Context: an optimization exercise on an open-source flow, tuned for small area, a short achievable clock period and few clock cycles. The choices shown serve that exercise and are no tape-out recipe.
The RTL was checked by simulation tests, not by an equivalence proof against the original design.
Power and IR drop assume default switching activity.

==> flow/design.v <==
`timescale 1ns / 1ps
module Register_File (
    input clk,
    input [4:0] i_rs1,
    input [4:0] i_rs2,
    output [32-1:0] o_data1,
    output [32-1:0] o_data2,
    input i_we,
    input [4:0] i_rd,
    input [32-1:0] i_wd
);
  reg [32-1:0] GPRs[31:1];
  assign o_data1 = (i_rs1 == 5'd0) ? 32'd0 : GPRs[i_rs1];
  assign o_data2 = (i_rs2 == 5'd0) ? 32'd0 : GPRs[i_rs2];
  always @(posedge clk) begin
    if (i_we) GPRs[i_rd] <= i_wd;
  end
endmodule
`timescale 1ns / 1ps
module Cpu (
    input clk,
    input rstn,
    output [32-1:0] pc,
    input [32-1:0] inst,
    input [32-1:0] pc_copy,
    output read_en,
    output [32-1:0] read_addr,
    input [32-1:0] read_data,
    output write_en,
    output [32-1:0] write_addr,
    output [32-1:0] write_data,
    output [1:0] write_len
);
  reg [31:2] pc_q;   
  reg dv;   
  reg e_valid;
  reg [31:0] e_a, e_b, e_x;   
  reg [4:0] e_rd;
  reg e_wen, e_ld, e_st, e_br, e_jalr, e_fx;
  reg e_isa;   
  reg e_bf;   
  reg e_jr;   
  reg ft;   
  reg [2:0] e_f3;
  reg [4:0] e_sh;   
  reg e_sgn;   
  reg e_beq;   
  reg e_binv;   
  reg e_sra;
  reg r_add, r_sub, r_sll, r_srl, r_slt, r_xor, r_or, r_and, r_link;
  reg ren_q, wen_q;
  reg [31:0] addr_q, wdata_q;
  reg [1:0] wlen_q;
  reg m_wen, m_ld;
  reg [4:0] m_rd;
  reg [2:0] m_f3;
  reg [31:0] m_res;
  reg w_wen, w_ld;
  reg [4:0] w_rd;
  reg [2:0] w_f3;
  reg [31:0] w_res;
  assign pc = {pc_q, 2'b00};
  assign read_en = ren_q;
  assign read_addr = addr_q;
  assign write_en = wen_q;
  assign write_addr = addr_q;
  assign write_data = wdata_q;
  assign write_len = wlen_q;
  wire [31:0] ld_data = w_f3[1] ? read_data :
                        w_f3[0] ? {{16{~w_f3[2] & read_data[15]}}, read_data[15:0]} :
                                  {{24{~w_f3[2] & read_data[7]}}, read_data[7:0]};
  wire [31:0] wb_data = w_ld ? ld_data : w_res;
  wire [31:0] sum = e_a + e_b;
  wire [31:0] dif = e_a - e_b;
  wire [31:0] ca = {e_a[31] ^ e_sgn, e_a[30:0]};
  wire [31:0] cb = {e_b[31] ^ e_sgn, e_b[30:0]};
  wire [31:0] g0 = ~ca & cb;
  wire [31:0] e0 = ~(ca ^ cb);
  wire [15:0] g1, e1;
  wire [7:0] g2, e2;
  wire [3:0] g3, e3;
  wire [1:0] g4, e4;
  genvar gi;
  generate
    for (gi = 0; gi < 16; gi = gi + 1) begin : cmp1
      assign g1[gi] = g0[2*gi+1] | (e0[2*gi+1] & g0[2*gi]);
      assign e1[gi] = e0[2*gi+1] & e0[2*gi];
    end
    for (gi = 0; gi < 8; gi = gi + 1) begin : cmp2
      assign g2[gi] = g1[2*gi+1] | (e1[2*gi+1] & g1[2*gi]);
      assign e2[gi] = e1[2*gi+1] & e1[2*gi];
    end
    for (gi = 0; gi < 4; gi = gi + 1) begin : cmp3
      assign g3[gi] = g2[2*gi+1] | (e2[2*gi+1] & g2[2*gi]);
      assign e3[gi] = e2[2*gi+1] & e2[2*gi];
    end
    for (gi = 0; gi < 2; gi = gi + 1) begin : cmp4
      assign g4[gi] = g3[2*gi+1] | (e3[2*gi+1] & g3[2*gi]);
      assign e4[gi] = e3[2*gi+1] & e3[2*gi];
    end
  endgenerate
  wire lt = g4[1] | (e4[1] & g4[0]);
  wire eq = e4[1] & e4[0];
  wire [31:0] sll = e_a << e_sh;
  wire [31:0] srx = $signed({e_sra & e_a[31], e_a}) >>> e_sh;
  wire [31:0] e_res = ({32{r_add}} & sum) | ({32{r_sub}} & dif) | ({32{r_sll}} & sll) |
                      ({32{r_srl}} & srx) | {31'd0, r_slt & lt} | ({32{r_xor}} & (e_a ^ e_b)) |
                      ({32{r_or}} & (e_a | e_b)) | ({32{r_and}} & (e_a & e_b)) | ({32{r_link}} & e_x);
  wire cond = e_beq ? eq : lt;
  wire taken = cond ^ e_binv;   
  wire redir = e_valid & (e_jr | (e_bf & taken));
  wire bt = ft & taken;   
  wire bn = ft & ~taken;   
  wire [31:2] redir_pc = e_jr ? sum[31:2] : e_x[31:2];
  wire [4:0] op = inst[6:2];
  wire d_lui = op == 5'b01101;
  wire d_auipc = op == 5'b00101;
  wire d_jal = op == 5'b11011;
  wire d_jalr = op == 5'b11001;
  wire d_br = op == 5'b11000;
  wire d_ld = op == 5'b00000;
  wire d_st = op == 5'b01000;
  wire d_opi = op == 5'b00100;
  wire d_op = op == 5'b01100;
  wire [4:0] rs1 = inst[19:15];
  wire [4:0] rs2 = inst[24:20];
  wire [4:0] rd = inst[11:7];
  wire [2:0] f3 = inst[14:12];
  wire [31:0] imm_i = {{20{inst[31]}}, inst[31:20]};
  wire [31:0] imm_s = {{20{inst[31]}}, inst[31:25], inst[11:7]};
  wire [31:0] imm_b = {{20{inst[31]}}, inst[7], inst[30:25], inst[11:8], 1'b0};
  wire [31:0] imm_u = {inst[31:12], 12'd0};
  wire [31:0] imm_j = {{12{inst[31]}}, inst[19:12], inst[20], inst[30:21], 1'b0};
  wire [31:0] pc_b = pc_copy + imm_b;
  wire [31:0] pc_j = pc_copy + imm_j;
  wire [31:0] pc_u = {pc_copy[31:12] + inst[31:12], pc_copy[11:0]};
  wire [31:0] pc_4 = pc_copy + 32'd4;
  wire use_rs1 = ~(d_lui | d_auipc | d_jal);
  wire use_rs2 = d_op | d_br;   
  wire d_wen = (rd != 5'd0) & ~(d_br | d_st);
  wire d_pred = d_jal | (d_br & inst[31]);   
  wire [31:0] rf1, rf2;
  wire e_fwd = e_valid & e_wen & ~e_ld;
  wire m_fwd = m_wen & ~m_ld;
  wire [31:0] v1 = (e_fwd && e_rd == rs1) ? e_res : (m_fwd && m_rd == rs1) ? m_res :
                   (w_wen && w_rd == rs1) ? wb_data : rf1;
  wire [31:0] v2 = (e_fwd && e_rd == rs2) ? e_res : (m_fwd && m_rd == rs2) ? m_res :
                   (w_wen && w_rd == rs2) ? wb_data : rf2;
  wire e_ldw = e_valid & e_ld & e_wen;
  wire m_ldw = m_wen & m_ld;
  wire hz_e = e_ldw & ((use_rs1 & rs1 == e_rd) | ((use_rs2 | d_st) & rs2 == e_rd));
  wire hz_m = m_ldw & ((use_rs1 & rs1 == m_rd & ~(e_fwd & rs1 == e_rd)) | (use_rs2 & rs2 == m_rd & ~(e_fwd & rs2 == e_rd)));
  wire fx_m = m_ldw & d_st & (rs2 == m_rd) & ~(e_fwd & rs2 == e_rd);   
  wire d_jf = d_jalr & e_valid & e_isa & e_wen & (rs1 == e_rd);
  wire [31:0] jf_t = e_a + imm_i;
  wire d_ok = dv & ~redir & ~bt;
  wire hz = hz_e | hz_m | (bn & (d_pred | d_jalr));
  wire replay = d_ok & hz;
  wire d_go = d_ok & ~hz;
  wire predict = d_go & (d_pred | d_jf);
  wire pbb = d_go & d_br & inst[31];   
  wire [31:0] a_n = d_auipc ? pc_u : d_jal ? pc_4 : d_lui ? imm_u : v1;
  wire [31:0] b_n = (d_op | d_br) ? v2 : d_st ? imm_s : (d_jal | d_auipc | d_lui) ? 32'd0 : imm_i;
  wire [31:0] x_n = d_st ? v2 : (d_jalr | (d_br & inst[31])) ? pc_4 : pc_b;
  Register_File register_file_inst (
      .clk(clk),
      .i_rs1(rs1),
      .i_rs2(rs2),
      .o_data1(rf1),
      .o_data2(rf2),
      .i_we(w_wen),
      .i_rd(w_rd),
      .i_wd(wb_data)
  );
  always @(posedge clk or negedge rstn) begin
    if (!rstn) begin
      pc_q <= 30'd0;
      dv <= 1'b0;
      ft <= 1'b0;
      e_valid <= 1'b0;
      ren_q <= 1'b0;
      wen_q <= 1'b0;
      m_wen <= 1'b0;
      w_wen <= 1'b0;
    end else begin
      pc_q <= redir ? redir_pc : replay ? pc_copy[31:2] :
              predict ? (d_jal ? pc_j[31:2] : d_jalr ? jf_t[31:2] : pc_b[31:2]) :
              bn ? pc_4[31:2] : pc_q + 30'd1;
      dv <= ~(redir | replay | (predict & ~pbb) | bn);
      ft <= pbb;
      e_valid <= d_go;
      ren_q <= e_valid & e_ld;
      wen_q <= e_valid & e_st;
      m_wen <= e_valid & e_wen;
      w_wen <= m_wen;
    end
  end
  always @(posedge clk) begin
    e_a <= a_n;
    e_b <= b_n;
    e_x <= x_n;
    e_rd <= rd;
    e_wen <= d_wen & (d_lui | d_auipc | d_jal | d_jalr | d_ld | d_opi | d_op);
    e_ld <= d_ld;
    e_st <= d_st;
    e_br <= d_br;
    e_jalr <= d_jalr;
    e_jr <= d_jalr & ~d_jf;
    e_isa <= d_lui | d_auipc | d_jal;
    e_bf <= d_br & ~inst[31];
    e_fx <= fx_m;
    e_f3 <= f3;
    e_sh <= (d_op | d_opi) & f3[1:0] == 2'b01 ? b_n[4:0] : 5'd0;
    e_sgn <= d_br ? ~f3[1] : ~f3[0];
    e_beq <= ~f3[2];
    e_binv <= f3[0];
    e_sra <= inst[30];
    r_add <= ~(d_op | d_opi | d_jalr) | ((d_op | d_opi) & f3 == 3'b000 & ~(d_op & inst[30]));
    r_sub <= d_op & f3 == 3'b000 & inst[30];
    r_sll <= (d_op | d_opi) & f3 == 3'b001;
    r_srl <= (d_op | d_opi) & f3 == 3'b101;
    r_slt <= (d_op | d_opi) & f3[2:1] == 2'b01;
    r_xor <= (d_op | d_opi) & f3 == 3'b100;
    r_or <= (d_op | d_opi) & f3 == 3'b110;
    r_and <= (d_op | d_opi) & f3 == 3'b111;
    r_link <= d_jalr;
    addr_q <= sum;
    wdata_q <= e_fx ? ld_data : e_x;
    wlen_q <= e_f3[1:0];
    m_rd <= e_rd;
    m_ld <= e_ld;
    m_f3 <= e_f3;
    m_res <= e_res;
    w_rd <= m_rd;
    w_ld <= m_ld;
    w_f3 <= m_f3;
    w_res <= m_res;
  end
endmodule
export LEC_CHECK = 0
export ABC_AREA = 1
export CAP_MARGIN = 20
export CORE_MARGIN = 2
export CORE_UTILIZATION = 40
export SETUP_SLACK_MARGIN = 4.5
export SLEW_MARGIN = 20
create_clock -name core_clock -period 8.0 [get_ports {clk}]
run.sh (not shown) runs the stock make flow with config.mk's settings and CLKGATE_MAP_FILE= SYNTH_SCRIPT=/design/flow/synth_recipe.tcl, a recipe that flattens the netlist after the stock synthesis.
Testbench counts at the start, summed over its fixed seeds: cycles 34,491.
Next try:
--- a/flow/design.v
+++ b/flow/design.v
@@ -37,10 +37,6 @@
   reg [31:0] e_a, e_b, e_x;   
   reg [4:0] e_rd;
   reg e_wen, e_ld, e_st, e_br, e_jalr, e_fx;
-  reg e_isa;   
-  reg e_bf;   
-  reg e_jr;   
-  reg ft;   
   reg [2:0] e_f3;
   reg [4:0] e_sh;   
   reg e_sgn;   
@@ -107,11 +103,8 @@
                       ({32{r_srl}} & srx) | {31'd0, r_slt & lt} | ({32{r_xor}} & (e_a ^ e_b)) |
                       ({32{r_or}} & (e_a | e_b)) | ({32{r_and}} & (e_a & e_b)) | ({32{r_link}} & e_x);
   wire cond = e_beq ? eq : lt;
-  wire taken = cond ^ e_binv;   
-  wire redir = e_valid & (e_jr | (e_bf & taken));
-  wire bt = ft & taken;   
-  wire bn = ft & ~taken;   
-  wire [31:2] redir_pc = e_jr ? sum[31:2] : e_x[31:2];
+  wire redir = e_valid & (e_jalr | (e_br & (cond ^ e_binv)));
+  wire [31:2] redir_pc = e_jalr ? sum[31:2] : e_x[31:2];
   wire [4:0] op = inst[6:2];
   wire d_lui = op == 5'b01101;
   wire d_auipc = op == 5'b00101;
@@ -151,16 +144,12 @@
   wire hz_e = e_ldw & ((use_rs1 & rs1 == e_rd) | ((use_rs2 | d_st) & rs2 == e_rd));
   wire hz_m = m_ldw & ((use_rs1 & rs1 == m_rd & ~(e_fwd & rs1 == e_rd)) | (use_rs2 & rs2 == m_rd & ~(e_fwd & rs2 == e_rd)));
   wire fx_m = m_ldw & d_st & (rs2 == m_rd) & ~(e_fwd & rs2 == e_rd);   
-  wire d_jf = d_jalr & e_valid & e_isa & e_wen & (rs1 == e_rd);
-  wire [31:0] jf_t = e_a + imm_i;
-  wire d_ok = dv & ~redir & ~bt;
-  wire hz = hz_e | hz_m | (bn & (d_pred | d_jalr));
-  wire replay = d_ok & hz;
-  wire d_go = d_ok & ~hz;
-  wire predict = d_go & (d_pred | d_jf);
-  wire pbb = d_go & d_br & inst[31];   
-  wire [31:0] a_n = d_auipc ? pc_u : d_jal ? pc_4 : d_lui ? imm_u : v1;
-  wire [31:0] b_n = (d_op | d_br) ? v2 : d_st ? imm_s : (d_jal | d_auipc | d_lui) ? 32'd0 : imm_i;
+  wire d_ok = dv & ~redir;
+  wire replay = d_ok & (hz_e | hz_m);
+  wire d_go = d_ok & ~(hz_e | hz_m);
+  wire predict = d_go & d_pred;
+  wire [31:0] a_n = d_auipc ? pc_u : d_jal ? pc_4 : d_lui ? 32'd0 : v1;
+  wire [31:0] b_n = (d_op | d_br) ? v2 : d_st ? imm_s : d_lui ? imm_u : (d_jal | d_auipc) ? 32'd0 : imm_i;
   wire [31:0] x_n = d_st ? v2 : (d_jalr | (d_br & inst[31])) ? pc_4 : pc_b;
   Register_File register_file_inst (
       .clk(clk),
@@ -176,18 +165,14 @@
     if (!rstn) begin
       pc_q <= 30'd0;
       dv <= 1'b0;
-      ft <= 1'b0;
       e_valid <= 1'b0;
       ren_q <= 1'b0;
       wen_q <= 1'b0;
       m_wen <= 1'b0;
       w_wen <= 1'b0;
     end else begin
-      pc_q <= redir ? redir_pc : replay ? pc_copy[31:2] :
-              predict ? (d_jal ? pc_j[31:2] : d_jalr ? jf_t[31:2] : pc_b[31:2]) :
-              bn ? pc_4[31:2] : pc_q + 30'd1;
-      dv <= ~(redir | replay | (predict & ~pbb) | bn);
-      ft <= pbb;
+      pc_q <= redir ? redir_pc : replay ? pc_copy[31:2] : predict ? (d_jal ? pc_j[31:2] : pc_b[31:2]) : pc_q + 30'd1;
+      dv <= ~(redir | replay | predict);
       e_valid <= d_go;
       ren_q <= e_valid & e_ld;
       wen_q <= e_valid & e_st;
@@ -205,15 +190,12 @@
     e_st <= d_st;
     e_br <= d_br;
     e_jalr <= d_jalr;
-    e_jr <= d_jalr & ~d_jf;
-    e_isa <= d_lui | d_auipc | d_jal;
-    e_bf <= d_br & ~inst[31];
     e_fx <= fx_m;
     e_f3 <= f3;
     e_sh <= (d_op | d_opi) & f3[1:0] == 2'b01 ? b_n[4:0] : 5'd0;
     e_sgn <= d_br ? ~f3[1] : ~f3[0];
     e_beq <= ~f3[2];
-    e_binv <= f3[0];
+    e_binv <= f3[0] ^ inst[31];
     e_sra <= inst[30];
     r_add <= ~(d_op | d_opi | d_jalr) | ((d_op | d_opi) & f3 == 3'b000 & ~(d_op & inst[30]));
     r_sub <= d_op & f3 == 3'b000 & inst[30];
After rerunning: Total power goes down by 4.7%. Via count goes down by 7.7%. Routed wire length goes down by 13%. Critical path depth goes down by 2. Cell area goes down by 7.3%. Clock power is about the same. Clock skew goes down by 0.012 ns. Worst setup slack degrades by 0.024 ns. Maximum frequency goes down by 0.65%. Area after synthesis goes down by 5.2%. Sequential power goes up by about 0.7%. Synthesized cell count goes down by 9.6%. Die area goes down by 5.2%. Non-clock buffer count goes down by 162.
Testbench counts after the change, summed over its fixed seeds: cycles 35,437.

## separate check: timing with driven ports
Ports are ideal in the flow. The routed layouts listed here were re-timed in OpenROAD. Step 1 (the two cells are an assumption about what drives the block):
set clk [get_ports {clk}]
set_driving_cell -lib_cell sky130_fd_sc_hd__clkbuf_16 $clk
set_driving_cell -lib_cell sky130_fd_sc_hd__buf_2 [delete_from_list [all_inputs] $clk]
Step 2 also shifts input and output timing later by t, the mid clock arrival at the registers, as if the neighbouring blocks saw the same clock. Three values: ideal ports, drivers, drivers and shift; two values: the first two.
run | t, ns | setup slack, ns | worst setup path after step 2 | worst register clock-pin slew, ns | worst data-port slew with drivers (ns)
the first run | 0.916 | 4.386 / 4.174 / 3.257 | input to register | 0.07 / 0.07 | 0.50
the second run | 0.912 | 4.362 / 4.143 / 3.231 | input to register | 0.07 / 0.07 | 0.55
After both steps setup and hold are still met in every run listed. For the second run, which loses most, drivers alone change the setup slack by -0.219 ns; drivers and shift together by -1.131 ns.
